What follows belongs to an exercise in optimizing a design on an open flow for small area and a short achievable clock period; a production flow would make more cautious choices.
In this exercise RTL edits were held to simulation tests only and were not proved equivalent to the original.
Power figures rest on the tool's default switching activity, not on a simulated workload.

==> flow/design.v <==
module mult_mat_vec_mac #(
    parameter Mdata = 8,
    Ndata = 8,
    Nbits = 8
) (
    input [Mdata*Ndata*Nbits-1:0] M,
    input [Ndata*Nbits-1:0] X,
    input clk,
    input reset,
    output reg [Mdata*(2*Nbits)-1:0] out
);
    reg [511:0] mr;
    reg [63:0] xr;
    reg [35:0] yr;
    reg [9:0] ph;
    reg [8*19-1:0] qr;
    reg [87:0] sr, cr;
    wire [8*19-1:0] q;
    wire [7:0] bo;
    wire [87:0] so, co;
    integer e, k, p;
    always @(posedge clk) begin
        for (e = 0; e < 64; e = e + 1) begin
            for (k = 0; k < 7; k = k + 1)
                mr[e*8+k] <= reset ? M[e*8+k] : mr[e*8+k+1];
            mr[e*8+7] <= M[e*8+7];
        end
        if (reset) begin
            xr <= X;
            for (p = 0; p < 4; p = p + 1)
                yr[p*9 +: 9] <= {1'b0, X[(2*p)*8 +: 8]} + {1'b0, X[(2*p+1)*8 +: 8]};
        end
        ph <= {ph[8:0] & {9{~reset}}, reset};
        qr <= q;
        sr <= ph[0] ? 88'b0 : so;
        cr <= ph[0] ? 88'b0 : co;
    end
    genvar i, j, b;
    for (i = 0; i < 8; i = i + 1) begin : row
        wire [7:0] mb;
        for (j = 0; j < 8; j = j + 1) begin : sel
            assign mb[j] = mr[(i*8+j)*8];
        end
        mv_pp s1 (.m(mb), .x(xr), .y(yr), .q(q[i*19 +: 19]));
        mv_acc s2 (
            .q(qr[i*19 +: 19]), .s(sr[i*11 +: 11]), .c(cr[i*11 +: 11]),
            .bo(bo[i]), .so(so[i*11 +: 11]), .co(co[i*11 +: 11])
        );
        for (b = 0; b < 8; b = b + 1) begin : lo
            always @(posedge clk)
                if (ph[b+1]) out[i*16+b] <= bo[i];
        end
        always @(posedge clk)
            if (ph[9]) out[i*16+8 +: 8] <= sr[i*11 +: 8] + cr[i*11 +: 8];
    end
endmodule
module mv_pp (
  input  [7:0] m,
  input  [63:0] x,
  input  [35:0] y,
  output [18:0] q
);
  wire sa0 = m[0] & ~m[1];
  wire sb0 = ~m[0] & m[1];
  wire sy0 = m[0] & m[1];
  wire [8:0] pp0 = ({9{sa0}} & {1'b0, x[7:0]}) | ({9{sb0}} & {1'b0, x[15:8]}) | ({9{sy0}} & y[8:0]);
  wire sa1 = m[2] & ~m[3];
  wire sb1 = ~m[2] & m[3];
  wire sy1 = m[2] & m[3];
  wire [8:0] pp1 = ({9{sa1}} & {1'b0, x[23:16]}) | ({9{sb1}} & {1'b0, x[31:24]}) | ({9{sy1}} & y[17:9]);
  wire sa2 = m[4] & ~m[5];
  wire sb2 = ~m[4] & m[5];
  wire sy2 = m[4] & m[5];
  wire [8:0] pp2 = ({9{sa2}} & {1'b0, x[39:32]}) | ({9{sb2}} & {1'b0, x[47:40]}) | ({9{sy2}} & y[26:18]);
  wire sa3 = m[6] & ~m[7];
  wire sb3 = ~m[6] & m[7];
  wire sy3 = m[6] & m[7];
  wire [8:0] pp3 = ({9{sa3}} & {1'b0, x[55:48]}) | ({9{sb3}} & {1'b0, x[63:56]}) | ({9{sy3}} & y[35:27]);
  wire u1 = pp0[0] ^ pp1[0] ^ pp2[0];
  wire u2 = (pp0[0] & pp1[0]) | (pp0[0] & pp2[0]) | (pp1[0] & pp2[0]);
  wire u3 = pp0[1] ^ pp1[1] ^ pp2[1];
  wire u4 = (pp0[1] & pp1[1]) | (pp0[1] & pp2[1]) | (pp1[1] & pp2[1]);
  wire u5 = pp3[1] ^ u2 ^ u3;
  wire u6 = (pp3[1] & u2) | (pp3[1] & u3) | (u2 & u3);
  wire u7 = pp0[2] ^ pp1[2] ^ pp2[2];
  wire u8 = (pp0[2] & pp1[2]) | (pp0[2] & pp2[2]) | (pp1[2] & pp2[2]);
  wire u9 = pp3[2] ^ u4 ^ u7;
  wire u10 = (pp3[2] & u4) | (pp3[2] & u7) | (u4 & u7);
  wire u11 = pp0[3] ^ pp1[3] ^ pp2[3];
  wire u12 = (pp0[3] & pp1[3]) | (pp0[3] & pp2[3]) | (pp1[3] & pp2[3]);
  wire u13 = pp3[3] ^ u11 ^ u8;
  wire u14 = (pp3[3] & u11) | (pp3[3] & u8) | (u11 & u8);
  wire u15 = pp0[4] ^ pp1[4] ^ pp2[4];
  wire u16 = (pp0[4] & pp1[4]) | (pp0[4] & pp2[4]) | (pp1[4] & pp2[4]);
  wire u17 = pp3[4] ^ u12 ^ u15;
  wire u18 = (pp3[4] & u12) | (pp3[4] & u15) | (u12 & u15);
  wire u19 = pp0[5] ^ pp1[5] ^ pp2[5];
  wire u20 = (pp0[5] & pp1[5]) | (pp0[5] & pp2[5]) | (pp1[5] & pp2[5]);
  wire u21 = pp3[5] ^ u16 ^ u19;
  wire u22 = (pp3[5] & u16) | (pp3[5] & u19) | (u16 & u19);
  wire u23 = pp0[6] ^ pp1[6] ^ pp2[6];
  wire u24 = (pp0[6] & pp1[6]) | (pp0[6] & pp2[6]) | (pp1[6] & pp2[6]);
  wire u25 = pp3[6] ^ u20 ^ u23;
  wire u26 = (pp3[6] & u20) | (pp3[6] & u23) | (u20 & u23);
  wire u27 = pp0[7] ^ pp1[7] ^ pp2[7];
  wire u28 = (pp0[7] & pp1[7]) | (pp0[7] & pp2[7]) | (pp1[7] & pp2[7]);
  wire u29 = pp3[7] ^ u24 ^ u27;
  wire u30 = (pp3[7] & u24) | (pp3[7] & u27) | (u24 & u27);
  wire u31 = pp0[8] ^ pp1[8] ^ pp2[8];
  wire u32 = (pp0[8] & pp1[8]) | (pp0[8] & pp2[8]) | (pp1[8] & pp2[8]);
  wire u33 = pp3[8] ^ u28 ^ u31;
  wire u34 = (pp3[8] & u28) | (pp3[8] & u31) | (u28 & u31);
  assign q[0] = pp3[0];   
  assign q[1] = u1;   
  assign q[2] = u5;   
  assign q[3] = u6;   
  assign q[4] = u9;   
  assign q[5] = u10;   
  assign q[6] = u13;   
  assign q[7] = u14;   
  assign q[8] = u17;   
  assign q[9] = u18;   
  assign q[10] = u21;   
  assign q[11] = u22;   
  assign q[12] = u25;   
  assign q[13] = u26;   
  assign q[14] = u29;   
  assign q[15] = u30;   
  assign q[16] = u33;   
  assign q[17] = u32;   
  assign q[18] = u34;   
endmodule
module mv_acc (
  input  [18:0] q,
  input  [10:0] s,
  input  [10:0] c,
  output bo,
  output [10:0] so,
  output [10:0] co
);
  wire v1 = c[0] ^ q[0] ^ q[1];
  wire v2 = (c[0] & q[0]) | (c[0] & q[1]) | (q[0] & q[1]);
  wire v3 = s[0] ^ v1;
  wire v4 = s[0] & v1;
  wire v5 = c[1] ^ q[2] ^ s[1];
  wire v6 = (c[1] & q[2]) | (c[1] & s[1]) | (q[2] & s[1]);
  wire v7 = v2 ^ v5;
  wire v8 = v2 & v5;
  wire v9 = c[2] ^ q[3] ^ q[4];
  wire v10 = (c[2] & q[3]) | (c[2] & q[4]) | (q[3] & q[4]);
  wire v11 = s[2] ^ v6 ^ v9;
  wire v12 = (s[2] & v6) | (s[2] & v9) | (v6 & v9);
  wire v13 = c[3] ^ q[5] ^ q[6];
  wire v14 = (c[3] & q[5]) | (c[3] & q[6]) | (q[5] & q[6]);
  wire v15 = s[3] ^ v10 ^ v13;
  wire v16 = (s[3] & v10) | (s[3] & v13) | (v10 & v13);
  wire v17 = c[4] ^ q[7] ^ q[8];
  wire v18 = (c[4] & q[7]) | (c[4] & q[8]) | (q[7] & q[8]);
  wire v19 = s[4] ^ v14 ^ v17;
  wire v20 = (s[4] & v14) | (s[4] & v17) | (v14 & v17);
  wire v21 = c[5] ^ q[10] ^ q[9];
  wire v22 = (c[5] & q[10]) | (c[5] & q[9]) | (q[10] & q[9]);
  wire v23 = s[5] ^ v18 ^ v21;
  wire v24 = (s[5] & v18) | (s[5] & v21) | (v18 & v21);
  wire v25 = c[6] ^ q[11] ^ q[12];
  wire v26 = (c[6] & q[11]) | (c[6] & q[12]) | (q[11] & q[12]);
  wire v27 = s[6] ^ v22 ^ v25;
  wire v28 = (s[6] & v22) | (s[6] & v25) | (v22 & v25);
  wire v29 = c[7] ^ q[13] ^ q[14];
  wire v30 = (c[7] & q[13]) | (c[7] & q[14]) | (q[13] & q[14]);
  wire v31 = s[7] ^ v26 ^ v29;
  wire v32 = (s[7] & v26) | (s[7] & v29) | (v26 & v29);
  wire v33 = c[8] ^ q[15] ^ q[16];
  wire v34 = (c[8] & q[15]) | (c[8] & q[16]) | (q[15] & q[16]);
  wire v35 = s[8] ^ v30 ^ v33;
  wire v36 = (s[8] & v30) | (s[8] & v33) | (v30 & v33);
  wire v37 = c[9] ^ q[17] ^ q[18];
  wire v38 = (c[9] & q[17]) | (c[9] & q[18]) | (q[17] & q[18]);
  wire v39 = s[9] ^ v34 ^ v37;
  wire v40 = (s[9] & v34) | (s[9] & v37) | (v34 & v37);
  wire v41 = c[10] ^ s[10] ^ v38;
  wire v42 = (c[10] & s[10]) | (c[10] & v38) | (s[10] & v38);
  assign bo = v3;
  assign so[0] = v4;
  assign co[0] = v7;
  assign so[1] = v8;
  assign co[1] = v11;
  assign so[2] = v12;
  assign co[2] = v15;
  assign so[3] = v16;
  assign co[3] = v19;
  assign so[4] = v20;
  assign co[4] = v23;
  assign so[5] = v24;
  assign co[5] = v27;
  assign so[6] = v28;
  assign co[6] = v31;
  assign so[7] = v32;
  assign co[7] = v35;
  assign so[8] = v36;
  assign co[8] = v39;
  assign so[9] = v40;
  assign co[9] = v41;
  assign so[10] = v42;
  assign co[10] = 1'b0;
endmodule
==> flow/flow/run.sh <==
#!/bin/bash
# Standard ORFS layout; only the cell used for the port buffers is chosen
# (the smallest plain buffer instead of the resizer's default pick).
set -e
export BUFFER_PORTS_ARGS="-buffer_cell sky130_fd_sc_hd__buf_1"
bash standard.sh > standard.log 2>&1
==> flow/standard.sh <==
#!/bin/bash
# synth_recipe.tcl (not shown) runs the flow's synth.tcl, then flattens the netlist and writes it again
# the make line also repeats each setting of config.mk as NAME=value (left out here)
make -C /OpenROAD-flow-scripts/flow DESIGN_CONFIG=/design/flow/config.mk WORK_HOME=/design/flow/orfs CLKGATE_MAP_FILE= SYNTH_SCRIPT=/design/flow/synth_recipe.tcl "${@:-finish}"
==> flow/config.mk <==
export PLATFORM = sky130hd
export DESIGN_NAME = mult_mat_vec_mac
export DESIGN_NICKNAME = mult_mat_vec_mac
export VERILOG_FILES = /design/flow/design.v
export SDC_FILE = /design/flow/constraint.sdc
export NUM_CORES = 4
export LEC_CHECK = 0
export ABC_CLOCK_PERIOD_IN_PS = 2000
export CAP_MARGIN = 20
export CORE_MARGIN = 2
export CORE_UTILIZATION = 40
export PLACE_DENSITY = 0.6
export SETUP_SLACK_MARGIN = 2.6
export SLEW_MARGIN = 20
==> flow/constraint.sdc <==
create_clock -name core_clock -period 5.0 [get_ports {clk}]
set_input_delay 1.0000 -clock core_clock [delete_from_list [all_inputs] [get_ports {clk}]]
set_output_delay 1.0000 -clock core_clock [all_outputs]
set_load 0.01 [all_outputs]
==> results of run 1 <==
==> final cells by class <==
class                      instances  area [um^2]  share of cell area [%]
clock inverter                    63          767                    1.41
clock buffer                     152         3240                    5.96
antenna                            7         17.5                  0.0323
multi-input combinational       1874        20700                    38.1
tap                             1500         1880                    3.46
sequential                      1070        23700                    43.7
timing repair buffer             765         3460                    6.38
inverter                         131          492                   0.905
==> per-layer routing <==
metal | track usage [%] | up-vias | share of wire [%]
li1 | - | 12800 | -
met1 | 26.1 | 13700 | 38
met2 | 37.4 | 1320 | 48
met3 | 6.21 | 327 | 9.5
met4 | 9.56 | 20 | 4.3
met5 | 0 | - | 0.095
==> kinds of logic (layout without fill, tap and decap cells) <==
group | after synthesis | in the layout | synth area share (%)
and+or+nand+nor | 309 | 309 | 4.05
other | 0 | 7 | 0
buffers and inverters | 328 | 1111 | 2.93
AOI/OAI and AO/OA | 381 | 381 | 6.25
adders and majority gates | 404 | 404 | 15.9
DFF | 1070 | 1070 | 52.0
xor gates and xnor gates | 76 | 76 | 1.46
muxes | 704 | 704 | 17.4
==> what timing repair did <==
action,in CTS,in global routing
gates cloned,0,0
gates resized for setup,42,22
buffers inserted,16,28
setup endpoints to repair,120,82
endpoints found under the hold margin,0,0
==> cells in the final DEF (no fill, tap or decap), types with 28 or more instances in the layout <==
cell type    n
a21oi_1     40
a22o_1      88
a22oi_1    168
and3_1      32
buf_1      703
buf_12      29
buf_4       31
clkbuf_16  117
dfxtp_1    815
edfxtp_1   228
fa_1       289
ha_1       109
inv_1      131
mux2_2     704
nor2_1      28
nor2b_1    193
xnor2_1     57
==> state kept, by name, indices dropped and copies added, names as in the netlist <==
| register | flops |
|---|---|
| yr | 36 |
| xr | 64 |
| ph | 10 |
| cr | 80 |
| mr | 512 |
| out | 128 |
| sr | 88 |
| qr | 152 |
==> path summary, 6_finish.rpt <==
kind / startpoint / slack (ns) / to / cells after the start
setup / recovery: yr[6]$_DFFE_PP_ / 2.55 / qr[88]$_DFF_P_ / 5
hold / removal: M[335] / 0.35 / mr[335]$_DFF_P_ / 1
setup reg to reg: yr[6]$_DFFE_PP_ / 2.55 / qr[88]$_DFF_P_ / 5
hold reg to reg: mr[361]$_DFF_P_ / 0.42 / mr[360]$_DFF_P_ / 1
==> power groups by stage <==
stage / sequential, mW / clock [mW] / combinational, mW
3_5_place_dp: 12.5 / 0 / 6.81
5_1_grt: 12.3 / 9.36 / 8.19
6_report: 12.2 / 8.77 / 7.05
4_1_cts: 12.3 / 9.00 / 7.00
2_1_floorplan: 11.7 / 0 / 5.25
3_3_place_gp: 12.5 / 0 / 6.63
==> results by group, run 1 <==
Status
  – Status: complete, no violations

Place
  – DP Area: 49,500 um^2
  – RD Place Congestion: 0.956
  – Inst Count DP: 5,296
  – Port buffer count: 705
  – Post-DP HPWL: 95,000 um
  – Post-Place Worst Slack: 2.14 ns

Synth
  – Number of enable flip-flop cells after synthesis: 228
  – Synth top area share: 37.0%
  – Syn nets: 4,254
  – Mean Syn Cell Area: 13.9 um^2
  – Cell taking the most area after synthesis: dfxtp_1
  – Synthesized area: 45,600 um^2
  – Mapped Cells: 3,272
  – Sequential share of the synthesized area: 52.0%
  – Largest cells by area after synthesis: dfxtp_1 37%, mux2_2 17%, edfxtp_1 15%
  – Yosys warns: 1
  – Post-synth ARST share: 0%
  – Post-synth cell types: 47
  – Main flop type after synthesis: dfxtp_1
  – Synth Register Bits: 1,070
  – Synth cell count leaders: 842 x dfxtp_1, 704 x mux2_2, 292 x fa_1, 228 x edfxtp_1, 217 x nor2b_1
  – Most frequent cell after synthesis: dfxtp_1

Global route
  – Pin count of the biggest net entering global routing: 85
  – Initial antenna violation count: 26
  – First-pass GRT wire length: 188,000 um
  – Global route overflow: 0
  – Vias in the first global route: 29,200
  – Total Routing Usage GR: 22.0%

Setup path
  – Crit. End Element: register
  – Worst EP required: 5.58 ns
  – Top delay family on crit path: adder cells
  – Critical-path cell list: mux2_2, a22oi_1, fa_1, inv_1, fa_1
  – Critical Path AT: 3.03 ns
  – Critical path startpoint category: register
  – Slowest library cell on the worst path: edfxtp_1
  – Crit path buffers/inverters: 1
  – Critical path fanouts, max: 8
  – CP peak stage delay: 0.62 ns
  – Critical path's most frequent cell: fa_1
  – WS Path Type: reg -> reg

Timing
  – Setup Total Neg Slack: 0 ns
  – Fmax: 408 MHz
  – Period Utilization, post-route: 49.0%
  – Slew headroom: 33.2%
  – Setup Skew: 0.0519 ns
  – Final setup viols: 0
  – Final Max Tran Viols: 0
  – Final WS setup: 2.55 ns
  – RSZ-0062 raised after global routing: false
  – Worst-margin pin slew: 1.00 ns
  – Hold Worst Slack: 0.347 ns
  – Min Tclk post-route: 2.45 ns
  – Final hold viol count: 0

Detailed routing
  – Vias per cell: 5.08
  – Initial DRC Count: 2,145
  – Wire per inst: 23.4 um
  – Routed Antenna Nets: 0
  – # DRC: 0
  – Drt first pass iters: 6
  – DR vias: 28,200
  – Final Routed Wirelength: 130,000 um

Die
  – # IOs: 706
  – Die extent in x: 342 um
  – # rows: 123
  – Initial core utilization: 40.4%
  – Die Area: 117,000 um^2
  – Die H: 342 um
  – CORE AREA: 113,000 um^2

Clock network
  – Clock sink total: 1,070
  – CTS tree: done
  – CTS clock-pin slew for the worst setup and hold paths: 0.06 ns
  – Hold-fix buffers, CTS: 0
  – H-Tree Depth: 3
  – Max clock buf depth: 3
  – Worst-Skew Late Latency: 0.74 ns
  – Total CTS buffers: 114
  – CTS root buf: clkbuf_16

Layout
  – Final core utilization: 48.1%
  – P&R area growth vs syn: 19.2%
  – Final Cell Area: 54,300 um^2
  – Share of layout cells above drive strength 1: 25.2%
  – Final non-filler cell total: 5,562
  – Nets: 4,938
  – Fill count: 10,100

Pwr
  – Int Pwr: 19.5 mW
  – Sw frac: 30.3%
  – Comb pwr share: 25.2%
  – VDD IR max: 333 uV
  – Pwr Total: 28.0 mW
  – Net Switching: 8.48 mW
  – Lkg Pwr: 21.7 nW
  – Pwr dens: 515 nW/um^2
  – Sequential power share: 43.5%
  – Part of the power in the clock network: 31.3%

Job
  – Maxcap violations: 0

Worst hold path
  – Worst hold-check path type: in -> reg
==> run 2, diff against run 1 <==
--- a/flow/design.v
+++ b/flow/design.v
@@ -10,6 +10,7 @@
     output reg [Mdata*(2*Nbits)-1:0] out
 );
     reg [511:0] mr;
+    reg [31:0] sa, sb, sy;
     reg [63:0] xr;
     reg [35:0] yr;
     reg [9:0] ph;
@@ -21,9 +22,14 @@
     integer e, k, p;
     always @(posedge clk) begin
         for (e = 0; e < 64; e = e + 1) begin
-            for (k = 0; k < 7; k = k + 1)
+            for (k = 1; k < 7; k = k + 1)
                 mr[e*8+k] <= reset ? M[e*8+k] : mr[e*8+k+1];
             mr[e*8+7] <= M[e*8+7];
+        end
+        for (e = 0; e < 32; e = e + 1) begin
+            sa[e] <= reset ? (M[(2*e)*8] & ~M[(2*e+1)*8]) : (mr[(2*e)*8+1] & ~mr[(2*e+1)*8+1]);
+            sb[e] <= reset ? (~M[(2*e)*8] & M[(2*e+1)*8]) : (~mr[(2*e)*8+1] & mr[(2*e+1)*8+1]);
+            sy[e] <= reset ? (M[(2*e)*8] & M[(2*e+1)*8]) : (mr[(2*e)*8+1] & mr[(2*e+1)*8+1]);
         end
         if (reset) begin
             xr <= X;
@@ -35,13 +41,10 @@
         sr <= ph[0] ? 88'b0 : so;
         cr <= ph[0] ? 88'b0 : co;
     end
-    genvar i, j, b;
+    genvar i, b;
     for (i = 0; i < 8; i = i + 1) begin : row
-        wire [7:0] mb;
-        for (j = 0; j < 8; j = j + 1) begin : sel
-            assign mb[j] = mr[(i*8+j)*8];
-        end
-        mv_pp s1 (.m(mb), .x(xr), .y(yr), .q(q[i*19 +: 19]));
+        mv_pp s1 (.sa(sa[i*4 +: 4]), .sb(sb[i*4 +: 4]), .sy(sy[i*4 +: 4]),
+                  .x(xr), .y(yr), .q(q[i*19 +: 19]));
         mv_acc s2 (
             .q(qr[i*19 +: 19]), .s(sr[i*11 +: 11]), .c(cr[i*11 +: 11]),
             .bo(bo[i]), .so(so[i*11 +: 11]), .co(co[i*11 +: 11])
@@ -55,27 +58,17 @@
     end
 endmodule
 module mv_pp (
-  input  [7:0] m,
+  input  [3:0] sa,
+  input  [3:0] sb,
+  input  [3:0] sy,
   input  [63:0] x,
   input  [35:0] y,
   output [18:0] q
 );
-  wire sa0 = m[0] & ~m[1];
-  wire sb0 = ~m[0] & m[1];
-  wire sy0 = m[0] & m[1];
-  wire [8:0] pp0 = ({9{sa0}} & {1'b0, x[7:0]}) | ({9{sb0}} & {1'b0, x[15:8]}) | ({9{sy0}} & y[8:0]);
-  wire sa1 = m[2] & ~m[3];
-  wire sb1 = ~m[2] & m[3];
-  wire sy1 = m[2] & m[3];
-  wire [8:0] pp1 = ({9{sa1}} & {1'b0, x[23:16]}) | ({9{sb1}} & {1'b0, x[31:24]}) | ({9{sy1}} & y[17:9]);
-  wire sa2 = m[4] & ~m[5];
-  wire sb2 = ~m[4] & m[5];
-  wire sy2 = m[4] & m[5];
-  wire [8:0] pp2 = ({9{sa2}} & {1'b0, x[39:32]}) | ({9{sb2}} & {1'b0, x[47:40]}) | ({9{sy2}} & y[26:18]);
-  wire sa3 = m[6] & ~m[7];
-  wire sb3 = ~m[6] & m[7];
-  wire sy3 = m[6] & m[7];
-  wire [8:0] pp3 = ({9{sa3}} & {1'b0, x[55:48]}) | ({9{sb3}} & {1'b0, x[63:56]}) | ({9{sy3}} & y[35:27]);
+  wire [8:0] pp0 = ({9{sa[0]}} & {1'b0, x[7:0]}) | ({9{sb[0]}} & {1'b0, x[15:8]}) | ({9{sy[0]}} & y[8:0]);
+  wire [8:0] pp1 = ({9{sa[1]}} & {1'b0, x[23:16]}) | ({9{sb[1]}} & {1'b0, x[31:24]}) | ({9{sy[1]}} & y[17:9]);
+  wire [8:0] pp2 = ({9{sa[2]}} & {1'b0, x[39:32]}) | ({9{sb[2]}} & {1'b0, x[47:40]}) | ({9{sy[2]}} & y[26:18]);
+  wire [8:0] pp3 = ({9{sa[3]}} & {1'b0, x[55:48]}) | ({9{sb[3]}} & {1'b0, x[63:56]}) | ({9{sy[3]}} & y[35:27]);
   wire u1 = pp0[0] ^ pp1[0] ^ pp2[0];
   wire u2 = (pp0[0] & pp1[0]) | (pp0[0] & pp2[0]) | (pp1[0] & pp2[0]);
   wire u3 = pp0[1] ^ pp1[1] ^ pp2[1];
==> results by group, run 2 <==
Status
  – Status: complete, no violations

Clock network
  – Total CTS buffers: 114 (unchanged)
  – Clock sink total: 1,102 (+3.0%)
  – Hold-fix buffers, CTS: 0 (unchanged)
  – Worst-Skew Late Latency: 0.72 ns (-0.02 ns)
  – CTS clock-pin slew for the worst setup and hold paths: 0.06 ns (about the same)
  – CTS root buf: clkbuf_16
  – H-Tree Depth: 3 (unchanged)
  – Max clock buf depth: 3 (unchanged)
  – CTS tree: done

Detailed routing
  – # DRC: 0 (unchanged)
  – Wire per inst: 23.1 um (-1.5%)
  – DR vias: 28,800 (+1.9%)
  – Routed Antenna Nets: 0 (unchanged)
  – Initial DRC Count: 3,803 (+77%)
  – Drt first pass iters: 17 (+11)
  – Vias per cell: 5.18 (+2.0%)
  – Final Routed Wirelength: 128,000 um (-1.6%)

Timing
  – Hold Worst Slack: 0.372 ns (+0.0248 ns)
  – Worst-margin pin slew: 0.839 ns (-0.164 ns)
  – Period Utilization, post-route: 48.5% (-0.54 points)
  – Setup Skew: 0.0520 ns (+0.0000924 ns)
  – Setup Total Neg Slack: 0 ns (unchanged)
  – Min Tclk post-route: 2.42 ns (-0.0270 ns)
  – Final WS setup: 2.58 ns (+0.0270 ns)
  – Final setup viols: 0 (unchanged)
  – Final Max Tran Viols: 0 (unchanged)
  – Final hold viol count: 0 (unchanged)
  – Slew headroom: 44.1% (+11 points)
  – RSZ-0062 raised after global routing: true
  – Fmax: 413 MHz (+1.1%)

Setup path
  – Crit. End Element: register
  – Critical Path AT: 2.99 ns (-0.04 ns)
  – Worst EP required: 5.56 ns (-0.02 ns)
  – Critical path fanouts, max: 8 (unchanged)
  – WS Path Type: reg -> reg
  – Critical path startpoint category: register

Synth
  – Main flop type after synthesis: dfxtp_1
  – Mean Syn Cell Area: 13.4 um^2 (-4.0%)
  – Syn nets: 4,355 (+2.4%)
  – Yosys warns: 1 (unchanged)
  – Largest cells by area after synthesis: dfxtp_1 39%, edfxtp_1 15%, fa_1 13%
  – Mapped Cells: 3,373 (+3.1%)
  – Synthesized area: 45,100 um^2 (-1.1%)
  – Sequential share of the synthesized area: 54.0% (+2.0 points)
  – Post-synth ARST share: 0% (unchanged)
  – Cell taking the most area after synthesis: dfxtp_1
  – Number of enable flip-flop cells after synthesis: 228 (unchanged)
  – Synth Register Bits: 1,102 (+3.0%)
  – Synth top area share: 38.8% (+1.8 points)
  – Synth cell count leaders: 874 x dfxtp_1, 292 x fa_1, 284 x mux2_2, 256 x a222oi_1, 252 x inv_1
  – Post-synth cell types: 50 (+6.4%)
  – Most frequent cell after synthesis: dfxtp_1

Layout
  – Biggest register: mr
  – Most common cell after layout, fill and taps aside: dfxtp_1
  – Nets: 4,934 (-0.081%)
  – Most frequent cells in the layout: 872 x dfxtp_1, 704 x buf_1, 289 x fa_1
  – Area of the multi-input gates: 18,700 um^2 (-9.6%)
  – Final Cell Area: 52,800 um^2 (-2.8%)
  – Register Area: 24,300 um^2 (+2.6%)
  – Max reg flops: 448 (-13%)
  – Regs by FF count: mr: 448 flops, qr: 152 flops, out: 128 flops
  – P&R area growth vs syn: 17.1%
  – Fill count: 10,200 (+0.57%)
  – Final core utilization: 47.1% (-1.1 points)
  – Share of layout cells above drive strength 1: 13.0% (-12 points)

Pwr
  – Part of the power in the clock network: 32.0% (+0.7 points)
  – Pwr dens: 521 nW/um^2 (+1.2%)
  – Comb pwr share: 23.0% (-2.2 points)
  – VDD IR max: 327 uV (-1.7%)
  – Sw frac: 29.9% (-0.42 points)
  – Lkg Pwr: 21.2 nW (-1.9%)
  – Int Pwr: 19.3 mW (-1.0%)
  – Sequential power share: 45.0% (+1.5 points)
  – Net Switching: 8.23 mW (-3.0%)

Die
  – # IOs: 706 (unchanged)
  – Die Area: 115,000 um^2 (-1.1%)
  – Die extent in x: 340 um (-0.53%)
  – CORE AREA: 112,000 um^2 (-0.55%)
  – # rows: 123 (unchanged)
  – Initial core utilization: 40.2% (-0.21 points)
  – Die H: 340 um (-0.53%)

Place
  – Post-Place Worst Slack: 2.02 ns (-0.111 ns)
  – DP Area: 48,700 um^2 (-1.6%)
  – Port buffer count: 705 (unchanged)
  – Post-DP HPWL: 100,000 um (+5.4%)
  – RD Place Congestion: 0.964 (+0.91%)

Global route
  – First-pass GRT wire length: 187,000 um (-0.31%)
  – Global route overflow: 0 (unchanged)
  – Pin count of the biggest net entering global routing: 117 (+38%)
  – Initial antenna violation count: 21 (-19%)
  – Total Routing Usage GR: 21.8% (-0.23 points)
  – Vias in the first global route: 29,400 (+0.71%)

Worst hold path
  – Worst hold-check path type: in -> reg

Job
  – Maxcap violations: 0 (unchanged)
==> run 2: cell types whose count changed after synthesis, moves of 37 or more <==
cell,before,now
mux2_2,704,284
a222oi_1,0,256
a22oi_1,168,0
inv_1,131,252
mux2_1,0,100
clkbuf_1,83,177
a22o_1,88,0
nor2b_1,217,179
buf_2,82,45
==> run 2: stage by stage <==
step | instances | power [mW]
global placement | 5325 | 18.7
finish | 5557 | 27.5
global route | 5557 | 29.4
detailed placement | 5325 | 18.9
floorplan | 3373 | 16.6
CTS | 5543 | 27.9
==> run 2: path summary, 6_finish.rpt <==
path	cells after the start	slack [ns]	end	startpoint
setup / recovery	4	2.58	qr[2]$_DFF_P_	yr[1]$_DFFE_PP_
hold / removal	1	0.37	mr[175]$_DFF_P_	M[175]
setup reg to reg	4	2.58	qr[2]$_DFF_P_	yr[1]$_DFFE_PP_
hold reg to reg	1	0.43	mr[100]$_DFF_P_	mr[101]$_DFF_P_
==> run 2: critical path, stage by stage (launching register included) <==
cell	delay [ns]
edfxtp_1	0.58
a222oi_1	0.64
fa_1	0.52
inv_1	0.10
fa_1	0.44
==> run 2: cells by family after synthesis <==
kind of cell,Yosys count,synth area share (%)
adders and majority gates,404,16.1
DFF,1102,54.0
xor gates and xnor gates,75,1.46
buffers and inverters,522,4.59
AOI/OAI and AO/OA,478,8.99
and+or+nand+nor,408,5.30
muxes,384,9.59
==> run 2: timing repair <==
item / 4_1_cts / 5_1_grt
endpoints found under the hold margin: 0 / 0
setup buffers: 4 / 7
endpoints found under the setup margin: 1 / 16
gates resized for setup: 0 / 2
pin swaps: 1 / 6
==> run 2: power groups by stage <==
stage / clock network, mW / registers [mW] / logic (mW)
2_1_floorplan: 0 / 11.8 / 4.80
4_1_cts: 9.04 / 12.4 / 6.42
5_1_grt: 9.40 / 12.6 / 7.40
6_report: 8.80 / 12.4 / 6.33
3_5_place_dp: 0 / 12.6 / 6.33
3_3_place_gp: 0 / 12.6 / 6.14
==> run 2: area by class of cell <==
class                   count  share of cell area, %
repair buffers            733                   5.54
diodes                      7                 0.0332
well taps                1500                   3.55
multi-input cells        1749                   35.4
flip-flops and latches   1102                   46.1
inverters                 252                   1.79
clock inverters            56                   1.27
clock buffers             158                   6.26
==> run 2: metal layers <==
metal / share of wire, % / vias to the layer above / GRT usage [%]
li1: - / 13100 / -
met1: 39 / 13900 / 26.0
met2: 49 / 1425 / 37.7
met3: 8.1 / 359 / 4.98
met4: 4.0 / 10 / 9.46
met5: 0.054 / - / 0
==> run 3, diff against run 2 <==
--- a/flow/config.mk
+++ b/flow/config.mk
@@ -10,5 +10,5 @@
 export CORE_MARGIN = 2
 export CORE_UTILIZATION = 40
 export PLACE_DENSITY = 0.6
-export SETUP_SLACK_MARGIN = 2.6
+export SETUP_SLACK_MARGIN = 3.0
 export SLEW_MARGIN = 20
==> results by group, run 3 <==
Timing
  – Period Utilization, post-route: 47.7% (-0.72 points)
  – RSZ-0062 raised after global routing: true
  – Min Tclk post-route: 2.39 ns (-0.0358 ns)
  – Final Max Tran Viols: 0 (unchanged)
  – Worst-margin pin slew: 0.914 ns (+0.0757 ns)
  – Fmax: 419 MHz (+1.5%)
  – Hold Worst Slack: 0.360 ns (-0.0115 ns)
  – Final setup viols: 0 (unchanged)
  – Setup Total Neg Slack: 0 ns (unchanged)
  – Setup Skew: 0.0462 ns (-0.00578 ns)
  – Slew headroom: 39.0% (-5.0 points)
  – Final hold viol count: 0 (unchanged)

Clock network
  – CTS clock-pin slew for the worst setup and hold paths: 0.07 ns (about the same)
  – CTS tree: done
  – Max clock buf depth: 3 (unchanged)
  – Total CTS buffers: 115 (+0.88%)
  – Worst-Skew Late Latency: 0.72 ns (about the same)
  – CTS root buf: clkbuf_16
  – Clock sink total: 1,102 (unchanged)
  – H-Tree Depth: 3 (unchanged)
  – Hold-fix buffers, CTS: 0 (unchanged)

Global route
  – Vias in the first global route: 29,500 (+0.51%)
  – Initial antenna violation count: 37 (+76%)
  – Pin count of the biggest net entering global routing: 101 (-14%)
  – First-pass GRT wire length: 188,000 um (about the same)
  – Global route overflow: 0 (unchanged)
  – Total Routing Usage GR: 21.9% (+0.043 points)

Layout
  – Most frequent cells in the layout: 806 x dfxtp_1, 590 x buf_1, 284 x mux2_2
  – P&R area growth vs syn: 20.4%
  – Nets: 5,035 (+2.0%)
  – Max reg flops: 448 (unchanged)
  – Register Area: 24,400 um^2 (+0.34%)
  – Most common cell after layout, fill and taps aside: dfxtp_1
  – Fill count: 10,000 (-1.4%)
  – Area of the multi-input gates: 19,100 um^2 (+2.0%)
  – Biggest register: mr
  – Share of layout cells above drive strength 1: 22.3% (+9.3 points)
  – Final Cell Area: 54,300 um^2 (+2.8%)
  – Regs by FF count: mr: 448 flops, qr: 152 flops, out: 128 flops

Synth
  – Syn nets: 4,355 (unchanged)
  – Post-synth cell types: 50 (unchanged)
  – Main flop type after synthesis: dfxtp_1
  – Mapped Cells: 3,373 (unchanged)
  – Synth top area share: 38.8% (unchanged)
  – Synth Register Bits: 1,102 (unchanged)
  – Post-synth ARST share: 0% (unchanged)
  – Largest cells by area after synthesis: dfxtp_1 39%, edfxtp_1 15%, fa_1 13%
  – Number of enable flip-flop cells after synthesis: 228 (unchanged)
  – Most frequent cell after synthesis: dfxtp_1
  – Mean Syn Cell Area: 13.4 um^2 (unchanged)
  – Cell taking the most area after synthesis: dfxtp_1
  – Yosys warns: 1 (unchanged)
  – Synth cell count leaders: 874 x dfxtp_1, 292 x fa_1, 284 x mux2_2, 256 x a222oi_1, 252 x inv_1
  – Sequential share of the synthesized area: 54.0% (unchanged)
  – Synthesized area: 45,100 um^2 (unchanged)

Pwr
  – VDD IR max: 303 uV (-7.3%)
  – Pwr dens: 509 nW/um^2 (-2.4%)
  – Pwr Total: 27.6 mW (+0.39%)
  – Lkg Pwr: 22.0 nW (+3.5%)

Die
  – Initial core utilization: 40.2% (unchanged)
  – Die extent in x: 340 um (unchanged)
  – Die H: 340 um (unchanged)
  – # rows: 123 (unchanged)
  – # IOs: 706 (unchanged)
  – Die Area: 115,000 um^2 (unchanged)
  – CORE AREA: 112,000 um^2 (unchanged)

Setup path
  – Worst Reg-to-Reg Cells: 5 (+1)
  – Reg2Reg Setup Slack: 2.61 ns (+0.04 ns)
  – Crit. End Element: register
  – WS Path Type: reg -> reg
  – Critical path fanouts, max: 3 (-5)
  – Critical path startpoint category: register
  – Critical Path AT: 2.96 ns (-0.03 ns)
  – RR Startpoint: xr[35]$_DFFE_PP_
  – Worst EP required: 5.57 ns (about the same)
  – FF-to-FF End: qr[25]$_DFF_P_

Worst hold path
  – Hold Path End: mr[295]$_DFF_P_
  – Hold path depth: 1 (unchanged)
  – Worst hold-check path type: in -> reg
  – Min-delay src: M[295]

Detailed routing
  – DR vias: 29,100 (+1.1%)
  – # DRC: 0 (unchanged)
  – Initial DRC Count: 4,024 (+5.8%)
  – Drt first pass iters: 15 (-2)
  – Wire per inst: 22.8 um (-1.2%)
  – Vias per cell: 5.13 (-0.86%)
  – Routed Antenna Nets: 0 (unchanged)
  – Final Routed Wirelength: 129,000 um (+0.81%)

Place
  – RD Place Congestion: 0.942 (-2.3%)
  – DP Area: 49,000 um^2 (+0.47%)
  – Port buffer count: 705 (unchanged)
  – Post-DP HPWL: 101,000 um (+0.88%)

Job
  – Maxcap violations: 0 (unchanged)

Status
  – Status: complete, no violations
## run 3: cell types whose count changed in the layout (fill, tap and decap cells not counted), sizes merged
cell,previous run,this run
buf,732,742
bufinv,10,7
clkbuf,159,252
clkinv,39,34
clkinvlp,2,3
diode,7,15
inv,257,264
## run 3: stage by stage
step / instances / util (%) / worst slack [ns]
3_5_place_dp: 5331 / 43.6 / 2.07
5_1_grt: 5664 / 48.4 / 2.61
4_1_cts: 5637 / 48.0 / 2.64
6_report: 5668 / 48.4 / 2.61
2_1_floorplan: 3373 / - / 2.52
3_3_place_gp: 5331 / 43.6 / 2.08
## run 3: critical path, cell delays in order, from the launching register on
cell and delay, ns:
edfxtp_1 0.46, buf_6 0.16, a222oi_1 0.50, inv_1 0.12, fa_2 0.57, fa_2 0.44
## run 3: power by group
group | switching [mW] | total (mW) | internal [mW]
registers | 1.26 | 12.2 | 11.0
logic | 3.42 | 6.82 | 3.40
clock network | 3.67 | 8.59 | 4.92
total | 8.35 | 27.6 | 19.3
## run 3: kinds of logic after synthesis
family	after synthesis	share of synthesized area [%]
flip-flops	1102	54.0
buffers and inverters	522	4.59
AO/OA/AOI/OAI	478	8.99
AND/OR/NAND/NOR	408	5.30
adder cells (fa/ha/maj)	404	16.1
multiplexers	384	9.59
XOR/XNOR	75	1.46
## run 3: worst max path at each step
stage | from | endpoint | slack, ns
after CTS | out[48]$_DFFE_PP_ | out[48] | 2.64
after floorplan | X[16] | yr[17]$_DFFE_PP_ | 2.52
after global routing | xr[26]$_DFFE_PP_ | qr[80]$_DFF_P_ | 2.61
after detailed placement | reset | mr[459]$_DFF_P_ | 2.07
final | xr[35]$_DFFE_PP_ | qr[25]$_DFF_P_ | 2.61
after global placement | reset | mr[325]$_DFF_P_ | 2.08
## run 3: final cells by class
class                           instances  share of cell area (%)
Clock buffer                          161                    5.95
Clock inverter                         56                    1.11
Inverter                              252                    1.74
Timing Repair Buffer                  833                    7.51
Tap cell                             1500                    3.46
Antenna cell                           15                  0.0691
Sequential cell                      1102                    45.0
Multi-Input combinational cell       1749                    35.2
## run 3: layer usage
metal  share of wire [%]  global-route usage [%]  vias to the layer above
met5                0.11                   0.245                        -
li1                    -                       -                    13300
met3                 8.9                    6.02                      308
met4                 3.7                    8.00                       18
met2                  49                    37.7                     1380
met1                  38                    26.0                    14100
## run 3: what timing repair did
item	4_1_cts	5_1_grt
resized for setup	136	192
cloned	0	0
setup buffers	89	16
pin swaps	134	92
setup endpoints to repair	422	249
==> run 4, diff against run 3 <==
==> flow/flow/run.sh (replaced) <==
#!/bin/bash
# Standard ORFS layout with two changes: the port buffers use the smallest
# plain buffer, and clock tree synthesis clusters up to 20 sinks per leaf
# buffer without dummy loads (fewer clock buffers).
set -e
export BUFFER_PORTS_ARGS="-buffer_cell sky130_fd_sc_hd__buf_1"
export CTS_ARGS="-sink_clustering_enable -repair_clock_nets -dont_use_dummy_load -sink_clustering_size 20 -sink_clustering_max_diameter 100"
bash standard.sh > standard.log 2>&1
--- a/flow/config.mk
+++ b/flow/config.mk
@@ -5,7 +5,7 @@
 export SDC_FILE = /design/flow/constraint.sdc
 export NUM_CORES = 4
 export LEC_CHECK = 0
-export ABC_CLOCK_PERIOD_IN_PS = 2000
+export ABC_CLOCK_PERIOD_IN_PS = 1500
 export CAP_MARGIN = 20
 export CORE_MARGIN = 2
 export CORE_UTILIZATION = 40
==> results by group, run 4 <==
Synth
  – Yosys warns: 1 (unchanged)
  – Sequential share of the synthesized area: 54.0% (unchanged)
  – Synthesized area: 45,100 um^2 (unchanged)
  – Mean Syn Cell Area: 13.4 um^2 (unchanged)
  – Syn nets: 4,355 (unchanged)
  – Mapped Cells: 3,373 (unchanged)
  – Synth cell count leaders: 874 x dfxtp_1, 292 x fa_1, 284 x mux2_2, 256 x a222oi_1, 252 x inv_1
  – Synth Register Bits: 1,102 (unchanged)
  – Post-synth cell types: 50 (unchanged)
  – Number of enable flip-flop cells after synthesis: 228 (unchanged)
  – Cell taking the most area after synthesis: dfxtp_1
  – Main flop type after synthesis: dfxtp_1
  – Largest cells by area after synthesis: dfxtp_1 39%, edfxtp_1 15%, fa_1 13%
  – Post-synth ARST share: 0% (unchanged)
  – Most frequent cell after synthesis: dfxtp_1
  – Synth top area share: 38.8% (unchanged)

Die
  – Die Area: 115,000 um^2 (unchanged)
  – # IOs: 706 (unchanged)
  – Die extent in x: 340 um (unchanged)
  – # rows: 123 (unchanged)
  – Initial core utilization: 40.2% (unchanged)
  – Die H: 340 um (unchanged)
  – CORE AREA: 112,000 um^2 (unchanged)

Timing
  – Worst-margin pin slew: 0.905 ns (-0.00918 ns)
  – Setup Total Neg Slack: 0 ns (unchanged)
  – Min Tclk post-route: 2.31 ns (-0.0725 ns)
  – Setup Skew: 0.0864 ns (+0.0402 ns)
  – Period Utilization, post-route: 46.3% (-1.4 points)
  – Slew headroom: 39.7% (+0.61 points)
  – Fmax: 432 MHz (+3.1%)
  – Final hold viol count: 0 (unchanged)
  – RSZ-0062 raised after global routing: true
  – Final Max Tran Viols: 0 (unchanged)
  – Final setup viols: 0 (unchanged)

Detailed routing
  – Final Routed Wirelength: 128,000 um (-0.94%)
  – # DRC: 0 (unchanged)
  – Vias per cell: 5.20 (+1.3%)
  – Routed Antenna Nets: 0 (unchanged)
  – DR vias: 28,700 (-1.4%)
  – Initial DRC Count: 3,862 (-4.0%)
  – Drt first pass iters: 14 (-1)
  – Wire per inst: 23.2 um (+1.8%)

Worst hold path
  – Worst hold-check path type: reg -> reg
  – Hold path depth: 1 (unchanged)

Global route
  – Initial antenna violation count: 35 (-5.4%)
  – Total Routing Usage GR: 21.6% (-0.22 points)
  – Global route overflow: 0 (unchanged)
  – Pin count of the biggest net entering global routing: 101 (unchanged)
  – First-pass GRT wire length: 185,000 um (-1.3%)
  – Vias in the first global route: 29,000 (-1.7%)

Setup path
  – Worst EP required: 5.49 ns (-0.08 ns)
  – Critical path startpoint category: register
  – Critical Path AT: 2.80 ns (-0.16 ns)
  – Critical path fanouts, max: 7 (+4)
  – WS Path Type: reg -> reg
  – Crit. End Element: register
  – Worst Reg-to-Reg Cells: 5 (unchanged)

Place
  – RD Place Congestion: 0.942 (unchanged)
  – DP Area: 49,000 um^2 (unchanged)
  – Port buffer count: 705 (unchanged)
  – Post-DP HPWL: 101,000 um (unchanged)

Layout
  – Most frequent cells in the layout: 807 x dfxtp_1, 584 x buf_1, 284 x mux2_2
  – Final Cell Area: 52,200 um^2 (-3.9%)
  – Biggest register: mr
  – Final core utilization: 46.5% (-1.9 points)
  – Regs by FF count: mr: 448 flops, qr: 152 flops, out: 128 flops
  – P&R area growth vs syn: 15.7%
  – Share of layout cells above drive strength 1: 20.3% (-2.0 points)
  – Max reg flops: 448 (unchanged)
  – Nets: 4,988 (-0.93%)
  – Most common cell after layout, fill and taps aside: dfxtp_1

Clock network
  – Worst-Skew Late Latency: 0.66 ns (-0.06 ns)
  – Max clock buf depth: 3 (unchanged)
  – CTS clock-pin slew for the worst setup and hold paths: 0.08 ns (about the same)
  – CTS root buf: clkbuf_16
  – Total CTS buffers: 67 (-42%)
  – Hold-fix buffers, CTS: 0 (unchanged)
  – H-Tree Depth: 3 (unchanged)
  – CTS tree: done
  – Clock sink total: 1,102 (unchanged)

Job
  – Maxcap violations: 0 (unchanged)

Pwr
  – Lkg Pwr: 21.0 nW (-4.6%)
  – VDD IR max: 248 uV (-18%)
  – Pwr dens: 465 nW/um^2 (-8.6%)
  – Pwr Total: 24.3 mW (-12%)

Status
  – Status: complete, no violations
run 4: cell count changes in the layout (fill, tap and decap cells not counted), moves of 7 or more:
cell	previous run	this run
clkbuf_1	29	0
clkbuf_8	14	1
bufinv_16	7	0
clkbuf_16	117	67
clkinv_2	21	0
run 4: final timing paths:
kind | startpoint | end | slack [ns]
worst max register to register | xr[18]$_DFFE_PP_ | qr[61]$_DFF_P_ | 2.69
worst max-delay path | xr[18]$_DFFE_PP_ | qr[61]$_DFF_P_ | 2.69
worst min-delay path | mr[476]$_DFF_P_ | mr[475]$_DFF_P_ | 0.42
worst min register to register | mr[476]$_DFF_P_ | mr[475]$_DFF_P_ | 0.42
run 4: worst max-delay path, stage by stage (launching register included):
cell and delay (ns):
edfxtp_1 0.46, buf_12 0.18, a222oi_1 0.53, fa_1 0.52, inv_2 0.08, fa_2 0.42
run 4: kinds of logic (layout without fill, tap and decap cells):
| group | after synthesis | count (layout) | synth area share (%) |
|---|---|---|---|
| adder cells (fa/ha/maj) | 404 | 404 | 16.1 |
| AO/OA/AOI/OAI | 478 | 478 | 8.99 |
| multiplexers | 384 | 384 | 9.59 |
| buffers and inverters | 522 | 1153 | 4.59 |
| XOR/XNOR | 75 | 75 | 1.46 |
| flip-flops | 1102 | 1102 | 54.0 |
| other | 0 | 13 | 0 |
| AND/OR/NAND/NOR | 408 | 408 | 5.30 |
run 4: final cells by class:
| type | count | area [um^2] |
|---|---|---|
| repair buffers | 834 | 4120 |
| clock buffers | 67 | 1680 |
| well taps | 1500 | 1880 |
| fillers | 10300 | 60000 |
| diodes | 13 | 32.5 |
| flip-flops and latches | 1102 | 24400 |
| inverters | 252 | 946 |
| multi-input cells | 1749 | 19100 |
run 4: power breakdown:
group / total [mW] / internal (mW) / switching (mW)
registers: 12.2 / 10.9 / 1.25
logic: 6.82 / 3.40 / 3.42
clock network: 5.25 / 2.39 / 2.86
total: 24.3 / 16.7 / 7.53
run 4: metal layers:
| metal | wire length [um] | GRT usage (%) |
|---|---|---|
| met5 | 98 | 0 |
| met4 | 4430 | 8.11 |
| met3 | 11200 | 5.35 |
| met2 | 63200 | 37.5 |
| met1 | 49200 | 25.9 |
run 4: what timing repair did:
action	CTS	global route
gates resized for setup	136	208
pin swaps	146	99
setup endpoints to repair	648	251
buffers inserted	95	11
run 4: through the flow:
| stage | setup WS, ns | hold slack (ns) | instances |
|---|---|---|---|
| floorplan | 2.52 | 0.410 | 3373 |
| global placement | 2.08 | 0.414 | 5331 |
| detailed placement | 2.07 | 0.417 | 5331 |
| CTS | 2.74 | 0.371 | 5493 |
| global route | 2.65 | 0.395 | 5514 |
| finish | 2.69 | 0.423 | 5517 |
==> run 5, diff against run 4 <==
--- a/flow/config.mk
+++ b/flow/config.mk
@@ -10,5 +10,5 @@
 export CORE_MARGIN = 2
 export CORE_UTILIZATION = 40
 export PLACE_DENSITY = 0.6
-export SETUP_SLACK_MARGIN = 3.0
+export SETUP_SLACK_MARGIN = 2.8
 export SLEW_MARGIN = 20
==> results by group, run 5 <==
Status
  – Status: complete, no violations

Detailed routing
  – Vias per cell: 5.20 (about the same)
  – Drt first pass iters: 17 (+3)
  – Initial DRC Count: 3,454 (-11%)
  – DR top layer: met5
  – # DRC: 0 (unchanged)
  – Wire length on met2: 61,900 um (-2.1%)
  – Routed Antenna Nets: 0 (unchanged)
  – Met1 Routed Length: 49,000 um (-0.50%)
  – Routed wl met3: 10,400 um (-7.3%)
  – DR vias: 28,400 (-1.1%)
  – Final Routed Wirelength: 126,000 um (-1.9%)
  – Wire per inst: 23.0 um (-0.88%)

Setup path
  – Worst Reg-to-Reg Cells: 5 (unchanged)
  – Crit. End Element: register
  – WS Path Type: reg -> reg
  – Worst EP required: 5.52 ns (+0.03 ns)
  – Critical Path AT: 2.85 ns (+0.05 ns)
  – Critical path startpoint category: register
  – Reg2Reg Setup Slack: 2.66 ns (-0.02 ns)
  – RR Startpoint: xr[19]$_DFFE_PP_
  – Critical path fanouts, max: 7 (unchanged)
  – FF-to-FF End: qr[63]$_DFF_P_

Die
  – Die extent in x: 340 um (unchanged)
  – # IOs: 706 (unchanged)
  – CORE AREA: 112,000 um^2 (unchanged)
  – Initial core utilization: 40.2% (unchanged)
  – Die Area: 115,000 um^2 (unchanged)
  – # rows: 123 (unchanged)
  – Die H: 340 um (unchanged)

Synth
  – Post-synth ARST share: 0% (unchanged)
  – Main combinational cell family by area after synthesis: adder cells
  – Synth cell count leaders: 874 x dfxtp_1, 292 x fa_1, 284 x mux2_2, 256 x a222oi_1, 252 x inv_1
  – Yosys warns: 1 (unchanged)
  – Synthesized area: 45,100 um^2 (unchanged)
  – Synth top area share: 38.8% (unchanged)
  – Mapped Cells: 3,373 (unchanged)
  – Post-synth cell types: 50 (unchanged)
  – Main flop type after synthesis: dfxtp_1
  – Number of enable flip-flop cells after synthesis: 228 (unchanged)
  – XOR/XNOR share of the synthesized area: 1.46% (unchanged)
  – Sequential share of the synthesized area: 54.0% (unchanged)
  – Mean Syn Cell Area: 13.4 um^2 (unchanged)
  – Adder-cell share of the synthesized area: 16.1% (unchanged)
  – Simple-gate share of the synthesized area: 5.30% (unchanged)
  – Most frequent cell after synthesis: dfxtp_1
  – Multiplexer share of the synthesized area: 9.59% (unchanged)
  – Cell taking the most area after synthesis: dfxtp_1
  – Synth Area in Compound Gates: 8.99% (unchanged)
  – Largest cells by area after synthesis: dfxtp_1 39%, edfxtp_1 15%, fa_1 13%
  – Synth Register Bits: 1,102 (unchanged)
  – Syn nets: 4,355 (unchanged)

Timing
  – Final Max Tran Viols: 0 (unchanged)
  – Slew headroom: 52.6% (+13 points)
  – Fmax: 428 MHz (-0.87%)
  – Hold Worst Slack: 0.412 ns (-0.0106 ns)
  – Setup Total Neg Slack: 0 ns (unchanged)
  – RSZ-0062 raised after global routing: true
  – Min Tclk post-route: 2.34 ns (+0.0203 ns)
  – Setup Skew: 0.0778 ns (-0.00865 ns)
  – Worst-margin pin slew: 0.711 ns (-0.194 ns)
  – Period Utilization, post-route: 46.7% (+0.41 points)
  – Final hold viol count: 0 (unchanged)
  – Final setup viols: 0 (unchanged)

Layout
  – Max reg flops: 448 (unchanged)
  – Most frequent cells in the layout: 862 x dfxtp_1, 654 x buf_1, 284 x mux2_2
  – Share of layout cells above drive strength 1: 14.1% (-6.2 points)
  – P&R area growth vs syn: 13.6%
  – Nets: 4,932 (-1.1%)
  – Fill count: 10,300 (+0.22%)
  – Biggest register: mr
  – Area of the multi-input gates: 18,900 um^2 (-1.0%)
  – Register Area: 24,400 um^2 (-0.29%)
  – Final Cell Area: 51,200 um^2 (-1.8%)
  – Most common cell after layout, fill and taps aside: dfxtp_1
  – Regs by FF count: mr: 448 flops, qr: 152 flops, out: 128 flops
  – Final non-filler cell total: 5,458 (-1.1%)

Place
  – Port buffer count: 705 (unchanged)
  – Post-DP HPWL: 99,900 um (-1.1%)
  – Inst Count DP: 5,328 (-0.056%)
  – DP Area: 48,900 um^2 (about the same)
  – RD Place Congestion: 0.943 (about the same)

Clock network
  – CTS clock-pin slew for the worst setup and hold paths: 0.08 ns (about the same)
  – Worst-Skew Late Latency: 0.67 ns (about the same)
  – Clock sink total: 1,102 (unchanged)
  – CTS root buf: clkbuf_16
  – Total CTS buffers: 68 (+1.5%)
  – H-Tree Depth: 3 (unchanged)
  – CTS tree: done
  – Max clock buf depth: 3 (unchanged)
  – Hold-fix buffers, CTS: 0 (unchanged)

Worst hold path
  – Hold Path End: mr[367]$_DFF_P_
  – Hold path depth: 1 (unchanged)
  – Min-delay src: M[367]
  – Worst hold-check path type: in -> reg

Global route
  – Pin count of the biggest net entering global routing: 108 (+6.9%)
  – Global route overflow: 0 (unchanged)
  – Vias in the first global route: 29,100 (+0.13%)
  – First-pass GRT wire length: 185,000 um (-0.31%)
  – Initial antenna violation count: 27 (-23%)
  – Total Routing Usage GR: 21.4% (-0.21 points)

Job
  – Maxcap violations: 0 (unchanged)

Pwr
  – VDD IR max: 327 uV (+32%)
  – Lkg Pwr: 20.5 nW (-2.3%)
  – Pwr dens: 471 nW/um^2 (+1.2%)
  – Pwr Total: 24.1 mW (-0.64%)
-- run 5: cell count changes in the layout (fill, tap and decap cells not counted), sizes merged --
cell	before	now
clkbuf	159	104
buf	742	741
diode	13	10
-- run 5: area by class of cell --
class                           instances  area share, %
Multi-Input combinational cell       1749           36.9
Antenna cell                           10         0.0489
Sequential cell                      1102           47.6
Inverter                              252           1.85
Clock buffer                           68           3.32
Timing Repair Buffer                  777           6.65
Tap cell                             1500           3.66
-- run 5: what timing repair did --
action / 4_1_cts / 5_1_grt
gates resized for setup: 33 / 74
pin swaps: 57 / 101
buffers inserted: 48 / 4
endpoints found under the hold margin: 0 / 0
endpoints found under the setup margin: 141 / 114
cloned: 0 / 0
-- run 5: worst max-delay path, stage by stage, from the launching register on --
cell	delay, ns
edfxtp_1	0.39
buf_6	0.16
a222oi_1	0.53
inv_1	0.15
fa_2	0.60
fa_1	0.40
-- run 5: report_power, final --
part	switching, mW	internal, mW	total, mW
combinational	3.31	3.28	6.59
sequential	1.29	10.9	12.2
clock	2.86	2.42	5.29
total	7.47	16.6	24.1
-- run 5: cell families after synthesis --
kind of cell	after synthesis
DFF	1102
buffers and inverters	522
AOI/OAI and AO/OA	478
and+or+nand+nor	408
adders and majority gates	404
muxes	384
xor gates and xnor gates	75
-- run 5: per-stage QoR --
step / util, % / setup WS [ns]
2_1_floorplan: - / 2.52
3_3_place_gp: 43.6 / 1.99
3_5_place_dp: 43.6 / 1.97
4_1_cts: 45.5 / 2.71
5_1_grt: 45.6 / 2.65
6_report: 45.6 / 2.66
-- run 5: layer usage --
layer,vias up,GRT usage (%)
met4,10,8.49
met1,13800,25.7
met5,-,0
li1,13000,-
met2,1317,36.8
met3,258,5.32
-- run 5: worst max path at each step --
stage	from	end
floorplan	X[16]	yr[17]$_DFFE_PP_
global placement	reset	sa[2]$_DFF_P_
detailed placement	reset	sa[1]$_DFF_P_
CTS	yr[11]$_DFFE_PP_	qr[4]$_DFF_P_
global route	yr[11]$_DFFE_PP_	qr[4]$_DFF_P_
finish	xr[19]$_DFFE_PP_	qr[63]$_DFF_P_
==> run 6, diff against run 5 <==
--- a/flow/config.mk
+++ b/flow/config.mk
@@ -5,10 +5,10 @@
 export SDC_FILE = /design/flow/constraint.sdc
 export NUM_CORES = 4
 export LEC_CHECK = 0
-export ABC_CLOCK_PERIOD_IN_PS = 1500
+export ABC_CLOCK_PERIOD_IN_PS = 1000
 export CAP_MARGIN = 20
 export CORE_MARGIN = 2
 export CORE_UTILIZATION = 40
 export PLACE_DENSITY = 0.6
-export SETUP_SLACK_MARGIN = 2.8
+export SETUP_SLACK_MARGIN = 3.3
 export SLEW_MARGIN = 20
==> results by group, run 6 <==
Detailed routing
  – # DRC: 0 (unchanged)
  – Routed wl met3: 9770 um (-5.6%)
  – Wire length on met2: 64,100 um (+3.6%)
  – DR vias: 28,800 (+1.4%)
  – Routed Antenna Nets: 0 (unchanged)
  – Drt first pass iters: 15 (-2)
  – Final Routed Wirelength: 131,000 um (+4.2%)
  – Vias per cell: 5.19 (-0.20%)
  – Wire per inst: 23.6 um (+2.5%)
  – DR top layer: met5
  – Met1 Routed Length: 49,400 um (+0.76%)
  – Initial DRC Count: 3,789 (+9.7%)

Worst hold path
  – Worst hold-check path type: in -> reg
  – Hold path depth: 1 (unchanged)

Setup path
  – Cell depth of the worst setup path: 5 (unchanged)
  – Worst EP required: 5.49 ns (-0.03 ns)
  – Critical-path cell list: buf_6, a222oi_1, fa_2, inv_2, fa_2
  – Crit path buffers/inverters: 2 (unchanged)
  – Crit. End Element: register
  – FF-to-FF End: qr[97]$_DFF_P_
  – Critical path fanouts, max: 7 (unchanged)
  – Critical Path AT: 3.01 ns (+0.16 ns)
  – Critical path's most frequent cell: fa_2
  – Worst Reg-to-Reg Cells: 5 (unchanged)
  – Top delay family on crit path: adder cells
  – Reg2Reg Setup Slack: 2.48 ns (-0.18 ns)
  – CP startpoint: xr[33]$_DFFE_PP_
  – Critical path startpoint category: register
  – WS Path Type: reg -> reg
  – RR Startpoint: xr[33]$_DFFE_PP_
  – CP peak stage delay: 0.69 ns (+0.09 ns)
  – Slowest library cell on the worst path: a222oi_1
  – Worst Setup EP: qr[97]$_DFF_P_

Synth
  – Most frequent cell after synthesis: dfxtp_1
  – Largest cells by area after synthesis: dfxtp_1 39%, edfxtp_1 15%, fa_1 13%
  – Mapped Cells: 3,373 (unchanged)
  – Cell taking the most area after synthesis: dfxtp_1
  – Synth cell count leaders: 874 x dfxtp_1, 292 x fa_1, 284 x mux2_2, 256 x a222oi_1, 252 x inv_1
  – Main flop type after synthesis: dfxtp_1
  – Mean Syn Cell Area: 13.4 um^2 (unchanged)
  – Post-synth cell types: 50 (unchanged)
  – Post-synth ARST share: 0% (unchanged)
  – Synth Register Bits: 1,102 (unchanged)
  – Synth top area share: 38.8% (unchanged)
  – Yosys warns: 1 (unchanged)
  – Number of enable flip-flop cells after synthesis: 228 (unchanged)
  – Syn nets: 4,355 (unchanged)
  – Sequential share of the synthesized area: 54.0% (unchanged)
  – Synthesized area: 45,100 um^2 (unchanged)

Timing
  – Setup Total Neg Slack: 0 ns (unchanged)
  – RSZ-0062 raised after global routing: true
  – Worst-margin pin slew: 0.971 ns (+0.260 ns)
  – Hold Worst Slack: 0.420 ns (+0.00826 ns)
  – Final Max Tran Viols: 0 (unchanged)
  – Min Tclk post-route: 2.52 ns (+0.182 ns)
  – Slew headroom: 35.3% (-17 points)
  – Setup Skew: 0.0659 ns (-0.0118 ns)
  – Final hold viol count: 0 (unchanged)
  – Final setup viols: 0 (unchanged)
  – Final WS setup: 2.48 ns (-0.182 ns)
  – Fmax: 397 MHz (-7.2%)
  – Period Utilization, post-route: 50.3% (+3.6 points)

Layout
  – Biggest register: mr
  – P&R area growth vs syn: 19.1%
  – Most frequent cells in the layout: 773 x dfxtp_1, 567 x buf_1, 284 x mux2_2
  – Nets: 5,023 (+1.8%)
  – Most common cell after layout, fill and taps aside: dfxtp_1
  – Register Area: 24,500 um^2 (+0.56%)
  – Final non-filler cell total: 5,546 (+1.6%)
  – Share of layout cells above drive strength 1: 28.6% (+15 points)
  – Area of the multi-input gates: 20,100 um^2 (+6.6%)
  – Regs by FF count: mr: 448 flops, qr: 152 flops, out: 128 flops
  – Max reg flops: 448 (unchanged)
  – Fill count: 10,100 (-1.9%)

Clock network
  – Max clock buf depth: 3 (unchanged)
  – CTS root buf: clkbuf_16
  – Clock sink total: 1,102 (unchanged)
  – H-Tree Depth: 3 (unchanged)
  – CTS tree: done
  – CTS clock-pin slew for the worst setup and hold paths: 0.08 ns (about the same)
  – Worst-Skew Late Latency: 0.64 ns (-0.03 ns)
  – Total CTS buffers: 67 (-1.5%)

Die
  – # rows: 123 (unchanged)
  – CORE AREA: 112,000 um^2 (unchanged)
  – # IOs: 706 (unchanged)
  – Die Area: 115,000 um^2 (unchanged)
  – Initial core utilization: 40.2% (unchanged)
  – Die H: 340 um (unchanged)
  – Die extent in x: 340 um (unchanged)

Pwr
  – Pwr dens: 463 nW/um^2 (-1.6%)
  – Pwr Total: 24.9 mW (+3.2%)
  – VDD IR max: 298 uV (-8.7%)
  – Lkg Pwr: 21.7 nW (+5.7%)

Place
  – Post-DP HPWL: 101,000 um (+1.3%)
  – Port buffer count: 705 (unchanged)
  – RD Place Congestion: 0.954 (+1.2%)
  – Inst Count DP: 5,323 (-0.094%)
  – Post-Place Worst Slack: 1.80 ns (-0.163 ns)

Status
  – Status: complete, no violations

Global route
  – Initial antenna violation count: 15 (-44%)
  – Vias in the first global route: 29,800 (+2.5%)
  – Global route overflow: 0 (unchanged)
  – Pin count of the biggest net entering global routing: 115 (+6.5%)
  – First-pass GRT wire length: 191,000 um (+3.6%)
  – Total Routing Usage GR: 22.3% (+0.90 points)

Job
  – Maxcap violations: 0 (unchanged)
## run 6: cell count changes in the layout (fill, tap and decap cells not counted), moves of 27 or more
cell,change
dfxtp_2,+79
buf_1,-87
dfxtp_1,-89
fa_2,+95
inv_2,+49
mux2_4,+100
ha_1,-27
mux2_1,-100
clkbuf_2,+57
fa_1,-95
buf_6,+46
buf_4,+53
inv_1,-49
## run 6: metal layers
layer  up-vias  track usage (%)
li1      13200                -
met3       380             5.05
met1     13900             26.0
met2      1361             38.8
met4         8             10.8
met5         -                0
## run 6: worst reg2reg max path, delay by kind of cell, from the launching register on
family,cells,cell delay (ns)
flip-flops,1,0.39
AO/OA/AOI/OAI,1,0.70
buffers and inverters,2,0.25
adder cells (fa/ha/maj),2,1.03
## run 6: repair_timing
item | 4_1_cts | 5_1_grt
setup buffers | 130 | 18
pin swaps | 240 | 141
cloned | 1 | 0
setup endpoints to repair | 907 | 327
hold buffers | 0 | 0
resized for setup | 385 | 189
## run 6: per-stage QoR
step / cell area (um^2) / util [%]
after floorplan: 46300 / -
after global placement: 49400 / 44.0
after detailed placement: 49400 / 44.0
after CTS: 53100 / 47.3
after global routing: 53700 / 47.9
final: 53700 / 47.9
## run 6: how the worst min path moves through the flow
stage / slack [ns] / to / from
2_1_floorplan: 0.41 / sa[0]$_DFF_P_ / mr[9]$_DFF_P_
3_3_place_gp: 0.43 / sa[4]$_DFF_P_ / mr[73]$_DFF_P_
3_5_place_dp: 0.43 / sa[4]$_DFF_P_ / mr[73]$_DFF_P_
4_1_cts: 0.37 / mr[447]$_DFF_P_ / M[447]
5_1_grt: 0.38 / mr[271]$_DFF_P_ / M[271]
6_report: 0.42 / mr[447]$_DFF_P_ / M[447]
## run 6: power by group
| group | internal, mW | switching, mW |
|---|---|---|
| sequential | 11.0 | 1.29 |
| clock | 2.39 | 2.84 |
| combinational | 3.77 | 3.60 |
| total | 17.1 | 7.73 |
## run 6: logic make-up after synthesis
logic type               Yosys count  synth area share (%)
multiplexers                     384                  9.59
AND/OR/NAND/NOR                  408                  5.30
AO/OA/AOI/OAI                    478                  8.99
buffers and inverters            522                  4.59
flip-flops                      1102                  54.0
adder cells (fa/ha/maj)          404                  16.1
XOR/XNOR                          75                  1.46
## run 6: area by class of cell
type,instances,share of cell area (%)
repair buffers,869,8.47
clock buffers,67,3.12
diodes,7,0.0326
flip-flops and latches,1102,45.6
multi-input cells,1749,37.5
well taps,1500,3.49
inverters,252,1.76

[afterwards: timing with drivers on the ports]
The results above use ideal ports. As a check the final layouts listed here were re-extracted and re-timed, cells and wires unchanged. Step 1 (the two cells are an assumption about what drives the block):
set clk [get_ports {clk}]
set_driving_cell -lib_cell sky130_fd_sc_hd__clkbuf_16 $clk
set_driving_cell -lib_cell sky130_fd_sc_hd__buf_2 [delete_from_list [all_inputs] $clk]
Step 2 times the ports against the registers' clock, not the clock port: input delays grow and output delays shrink by t, the midpoint of the rising clock arrivals with the driver on. Three values: ideal ports, drivers, drivers and shift; two values: the first two.
| run | t, ns | setup WS [ns] | hold WS [ns] |
|---|---|---|---|
| run 1 | 0.787 | 2.550 / 2.550 / 2.127 | 0.347 / 0.297 / 0.424 |
| run 2 | 0.766 | 2.577 / 2.577 / 1.893 | 0.372 / 0.318 / 0.430 |
| run 3 | 0.772 | 2.613 / 2.613 / 2.263 | 0.360 / 0.309 / 0.429 |
| run 4 | 0.691 | 2.685 / 2.685 / 2.255 | 0.423 / 0.377 / 0.423 |
| run 5 | 0.708 | 2.665 / 2.665 / 2.149 | 0.412 / 0.364 / 0.433 |
| run 6 | 0.698 | 2.483 / 2.483 / 2.412 | 0.420 / 0.364 / 0.430 |
After both steps every run listed still meets setup and hold. The setup slack of run 2, which loses most, moves by 0.000 ns with the drivers and by -0.684 ns with both steps.
